This design comes from an exercise in tuning for small area on the open sky130 flow, not from production work. The RTL was checked by simulation tests, not by an equivalence proof against the original design.

==> 04-07: inputs <==
## multiply
module multiply (
    input             clk,
    input      [26:0] input_a,
    input      [26:0] input_b,
    output reg [26:0] output_q,
    output            underflow
);
wire [17:0] ma = input_a[17:0];
wire [17:0] mb = input_b[17:0];
wire [7:0]  ea = input_a[25:18];
wire [7:0]  eb = input_b[25:18];
wire [8:0]  esum = ea + eb;
assign underflow = esum < 9'd127;
wire one0, two0, neg0, bpn_0_0, bpn_0_1, bpn_0_2, bpn_0_3, bpn_0_4, bpn_0_5, bpn_0_6, bpn_0_7, bpn_0_8;
wire bpn_0_9, bpn_0_10, bpn_0_11, bpn_0_12, bpn_0_13, bpn_0_14, bpn_0_15, bpn_0_16, bpn_0_17, bpn_0_18, one1, two1;
wire neg1, bpn_1_0, bpn_1_1, bpn_1_2, bpn_1_3, bpn_1_4, bpn_1_5, bpn_1_6, bpn_1_7, bpn_1_8, bpn_1_9, bpn_1_10;
wire bpn_1_11, bpn_1_12, bpn_1_13, bpn_1_14, bpn_1_15, bpn_1_16, bpn_1_17, bpn_1_18, one2, two2, neg2, bpn_2_0;
wire bpn_2_1, bpn_2_2, bpn_2_3, bpn_2_4, bpn_2_5, bpn_2_6, bpn_2_7, bpn_2_8, bpn_2_9, bpn_2_10, bpn_2_11, bpn_2_12;
  ...
clock: 8.5 ns
lec_check: 0
abc_area: 1
cap_margin: 20
core_margin: 2
core_utilization: 40
place_density: 0.6
slew_margin: 20
synth_hierarchical: 1
synth_minimum_keep_size: 0
run.sh (not shown) runs the stock make flow with config.mk's settings and CLKGATE_MAP_FILE= SYNTH_SCRIPT=/design/flow/synth_recipe.tcl, a recipe that flattens the netlist after the stock synthesis.
==> 10-12 (differences from 04-07) <==
--- a/flow/design.v
+++ b/flow/design.v
@@ -461,15 +461,146 @@
 fa u_fa136 (.a(fc105), .b(fs106), .c(ppn_l_13), .s(fs136), .co(fc136));
 fa u_fa137 (.a(fc106), .b(fs107), .c(ppn_l_14), .s(fs137), .co(fc137));
 fa u_fa138 (.a(fc107), .b(fs108), .c(ppn_l_15), .s(fs138), .co(fc138));
 fa u_fa139 (.a(fc108), .b(~bpn_8_18), .c(ppn_l_16), .s(fs139), .co(fc139));
 fa u_fa140 (.a(bpn_8_18), .b(neg8), .c(ppn_l_17), .s(fs140), .co(fc140));
 wire [35:0] ran = {fc139, fc138, fc137, fc136, fc135, fc134, fc133, fc132, fc131, fc130, fc129, fc128, fc127, fc126, fc125, fc124, fc123, fc122, fc121, fc120, fc119, fc118, fc117, fc116, fc115, fc114, fc113, fc112, fc111, fc110, fc109, ic18, ic17, is17, bpn_0_1, bpn_0_0};
 wire [35:0] rbn = {fs140, fs139, fs138, fs137, fs136, fs135, fs134, fs133, fs132, fs131, fs130, fs129, fs128, fs127, fs126, fs125, fs124, fs123, fs122, fs121, fs120, fs119, fs118, fs117, fs116, fs115, fs114, fs113, fs112, fs111, fs110, fs109, is18, ~neg1, 1'b1, ~neg0};
-wire [35:0] pn = ran + rbn + 36'd1;
+wire [35:0] pn, g, p;
+assign p = ran ^ rbn;
+assign g = {ran[35:1] & rbn[35:1], ran[0] | rbn[0]};
+wire G0 = g[1] | (p[1] & g[0]);
+wire G1 = g[3] | (p[3] & g[2]);
+wire P1 = p[3] & p[2];
+wire G2 = g[5] | (p[5] & g[4]);
+wire P2 = p[5] & p[4];
+wire G3 = g[7] | (p[7] & g[6]);
+wire P3 = p[7] & p[6];
+wire G4 = g[9] | (p[9] & g[8]);
+wire P4 = p[9] & p[8];
+wire G5 = g[11] | (p[11] & g[10]);
+wire P5 = p[11] & p[10];
+wire G6 = g[13] | (p[13] & g[12]);
+wire P6 = p[13] & p[12];
+wire G7 = g[15] | (p[15] & g[14]);
+wire P7 = p[15] & p[14];
+wire G8 = g[17] | (p[17] & g[16]);
+wire P8 = p[17] & p[16];
+wire G9 = g[19] | (p[19] & g[18]);
+wire P9 = p[19] & p[18];
+wire G10 = g[21] | (p[21] & g[20]);
+wire P10 = p[21] & p[20];
+wire G11 = g[23] | (p[23] & g[22]);
+wire P11 = p[23] & p[22];
+wire G12 = g[25] | (p[25] & g[24]);
+wire P12 = p[25] & p[24];
+wire G13 = g[27] | (p[27] & g[26]);
+wire P13 = p[27] & p[26];
+wire G14 = g[29] | (p[29] & g[28]);
+wire P14 = p[29] & p[28];
+wire G15 = g[31] | (p[31] & g[30]);
+wire P15 = p[31] & p[30];
+wire G16 = g[33] | (p[33] & g[32]);
+wire P16 = p[33] & p[32];
+wire G17 = g[35] | (p[35] & g[34]);
+wire P17 = p[35] & p[34];
+wire G18 = G1 | (P1 & G0);
+wire G19 = G3 | (P3 & G2);
+wire P19 = P3 & P2;
+wire G20 = G5 | (P5 & G4);
+wire P20 = P5 & P4;
+wire G21 = G7 | (P7 & G6);
+wire P21 = P7 & P6;
+wire G22 = G9 | (P9 & G8);
+wire P22 = P9 & P8;
+wire G23 = G11 | (P11 & G10);
+wire P23 = P11 & P10;
+wire G24 = G13 | (P13 & G12);
+wire P24 = P13 & P12;
+wire G25 = G15 | (P15 & G14);
+wire P25 = P15 & P14;
+wire G26 = G17 | (P17 & G16);
+wire P26 = P17 & P16;
+wire G27 = G19 | (P19 & G18);
+wire G28 = G21 | (P21 & G20);
+wire P28 = P21 & P20;
+wire G29 = G23 | (P23 & G22);
+wire P29 = P23 & P22;
+wire G30 = G25 | (P25 & G24);
+wire P30 = P25 & P24;
+wire G31 = G28 | (P28 & G27);
+wire G32 = G30 | (P30 & G29);
+wire P32 = P30 & P29;
+wire G33 = G32 | (P32 & G31);
+wire G34 = G29 | (P29 & G31);
+wire G35 = G20 | (P20 & G27);
+wire G36 = G22 | (P22 & G31);
+wire G37 = G24 | (P24 & G34);
+wire G38 = G26 | (P26 & G33);
+wire G39 = G2 | (P2 & G18);
+wire G40 = G4 | (P4 & G27);
+wire G41 = G6 | (P6 & G35);
+wire G42 = G8 | (P8 & G31);
+wire G43 = G10 | (P10 & G36);
+wire G44 = G12 | (P12 & G34);
+wire G45 = G14 | (P14 & G37);
+wire G46 = G16 | (P16 & G33);
+wire G47 = g[2] | (p[2] & G0);
+wire G48 = g[4] | (p[4] & G18);
+wire G49 = g[6] | (p[6] & G39);
+wire G50 = g[8] | (p[8] & G27);
+wire G51 = g[10] | (p[10] & G40);
+wire G52 = g[12] | (p[12] & G35);
+wire G53 = g[14] | (p[14] & G41);
+wire G54 = g[16] | (p[16] & G31);
+wire G55 = g[18] | (p[18] & G42);
+wire G56 = g[20] | (p[20] & G36);
+wire G57 = g[22] | (p[22] & G43);
+wire G58 = g[24] | (p[24] & G34);
+wire G59 = g[26] | (p[26] & G44);
+wire G60 = g[28] | (p[28] & G37);
+wire G61 = g[30] | (p[30] & G45);
+wire G62 = g[32] | (p[32] & G33);
+wire G63 = g[34] | (p[34] & G46);
+assign pn[0] = ~p[0];
+assign pn[1] = p[1] ^ g[0];
+assign pn[2] = p[2] ^ G0;
+assign pn[3] = p[3] ^ G47;
+assign pn[4] = p[4] ^ G18;
+assign pn[5] = p[5] ^ G48;
+assign pn[6] = p[6] ^ G39;
+assign pn[7] = p[7] ^ G49;
+assign pn[8] = p[8] ^ G27;
+assign pn[9] = p[9] ^ G50;
+assign pn[10] = p[10] ^ G40;
+assign pn[11] = p[11] ^ G51;
+assign pn[12] = p[12] ^ G35;
+assign pn[13] = p[13] ^ G52;
+assign pn[14] = p[14] ^ G41;
+assign pn[15] = p[15] ^ G53;
+assign pn[16] = p[16] ^ G31;
+assign pn[17] = p[17] ^ G54;
+assign pn[18] = p[18] ^ G42;
+assign pn[19] = p[19] ^ G55;
+assign pn[20] = p[20] ^ G36;
+assign pn[21] = p[21] ^ G56;
+assign pn[22] = p[22] ^ G43;
+assign pn[23] = p[23] ^ G57;
+assign pn[24] = p[24] ^ G34;
+assign pn[25] = p[25] ^ G58;
+assign pn[26] = p[26] ^ G44;
+assign pn[27] = p[27] ^ G59;
+assign pn[28] = p[28] ^ G37;
+assign pn[29] = p[29] ^ G60;
+assign pn[30] = p[30] ^ G45;
+assign pn[31] = p[31] ^ G61;
+assign pn[32] = p[32] ^ G33;
+assign pn[33] = p[33] ^ G62;
+assign pn[34] = p[34] ^ G46;
+assign pn[35] = p[35] ^ G63;
 wire p35 = ~pn[35];
 wire nz = (|ma) & (|mb);
 wire [7:0] einc = esum[7:0] + 8'd1;
 wire [7:0] e = p35 ? einc : esum[7:0];
 wire [17:0] m = ~(p35 ? pn[35:18] : pn[34:17]);
 always @(posedge clk)
     output_q <= {(input_a[26] ^ input_b[26]) & nz, {~e[7], e[6:0]} & {8{nz}}, m};
==> flow/flow/run.sh (new file) <==
#!/bin/bash
# Layout flow: the standard flow, except that
#  - synthesis maps the logic with our own ABC script (flow/abc.script),
#    otherwise it is the standard flow's synthesis script unchanged;
#  - ports are buffered with the smallest buffer;
#  - non-critical gates are downsized after global routing (RECOVER_POWER).
set -euo pipefail
W=$(pwd)
{
  head -n 1 synth_recipe.tcl
  cat <<'EOT'
proc abc {args} {
  set i [lsearch -exact $args -script]
  if {$i >= 0} { lset args [expr {$i + 1}] $::env(MY_ABC_SCRIPT) }
  yosys abc {*}$args
}
EOT
  tail -n +2 synth_recipe.tcl
} > my_synth.tcl
export MY_ABC_SCRIPT=$W/flow/abc.script
EXTRA=()
[[ -f flow/extra.txt ]] && mapfile -t EXTRA < flow/extra.txt
bash standard.sh SYNTH_SCRIPT=$W/my_synth.tcl "${EXTRA[@]}" finish > make_finish.log 2>&1
==> flow/flow/abc.script (new file) <==
strash
dch
amap
topo
stime -c
==> flow/flow/extra.txt (new file) <==
BUFFER_PORTS_ARGS=-buffer_cell sky130_fd_sc_hd__buf_1
RECOVER_POWER=100
==> flow/standard.sh (new file) <==
#!/bin/bash
# synth_recipe.tcl (not shown) runs the flow's synth.tcl, then flattens the netlist and writes it again
# the make line also repeats each setting of config.mk as NAME=value (left out here)
make -C /OpenROAD-flow-scripts/flow DESIGN_CONFIG=/design/flow/config.mk WORK_HOME=/design/flow/orfs CLKGATE_MAP_FILE= SYNTH_SCRIPT=/design/flow/synth_recipe.tcl "${@:-finish}"
- ABC_AREA: 1 -> unset
removed: flow/run.sh
==> summary.txt <==
1st-pass router iterations 7; Final min period 7.68 ns; met3 usage in global routing 0.0318; RSZ-0062 raised after global routing false; Starting Density 0.410; die height 162 microns; multi-input gates 1,083; most common cell after layout, fill and taps aside nand2_1; post-synth top area share 0.283; Worst path depth 21; outcome finished clean; Die Span X 162 microns; commonest cells after routing, fill and taps aside 265 x nand2_1, 171 x xor2_1, 152 x o22ai_1; Via density 5.55; num rows 57
Source of the figures above: 04-07

==> summary.txt <==
outcome finished clean; most common cell after layout, fill and taps aside nor2_1; Die Span X 148 microns; met3 usage in global routing 0.0460; Worst path depth 31; post-synth top area share 0.365; 1st-pass router iterations 5; multi-input gates 917; Starting Density 0.408; Final min period 8.19 ns; Via density 5.57; num rows 52
Source of the figures above: 10-12

[re-timing with driven ports]
Ports are ideal in the flow. The routed layouts listed here were re-timed in OpenROAD. Step 1: set_driving_cell puts a clkbuf_16 on clk and a buf_2 on each other input, an assumption about the parent block. Step 2, shift: input delay + t, output delay - t, t = (earliest + latest rising clock arrival at the registers) / 2. This alone moves slack from input paths to output paths. a / b / c = ideal ports / drivers / drivers and shift; a / b = the first two.
| run | shift t [ns] | slack for setup (ns) | worst hold slack (ns) |
|---|---|---|---|
| 04-07 | 0.284 | 0.825 / 0.834 / 0.549 | 2.085 / 2.084 / 2.368 |
| 10-12 | 0.286 | 0.315 / 0.312 / 0.026 | 1.649 / 1.640 / 1.927 |
After both steps every run listed still meets setup and hold. The setup slack of 10-12, which loses most, moves by -0.003 ns with the drivers and by -0.289 ns with both steps.
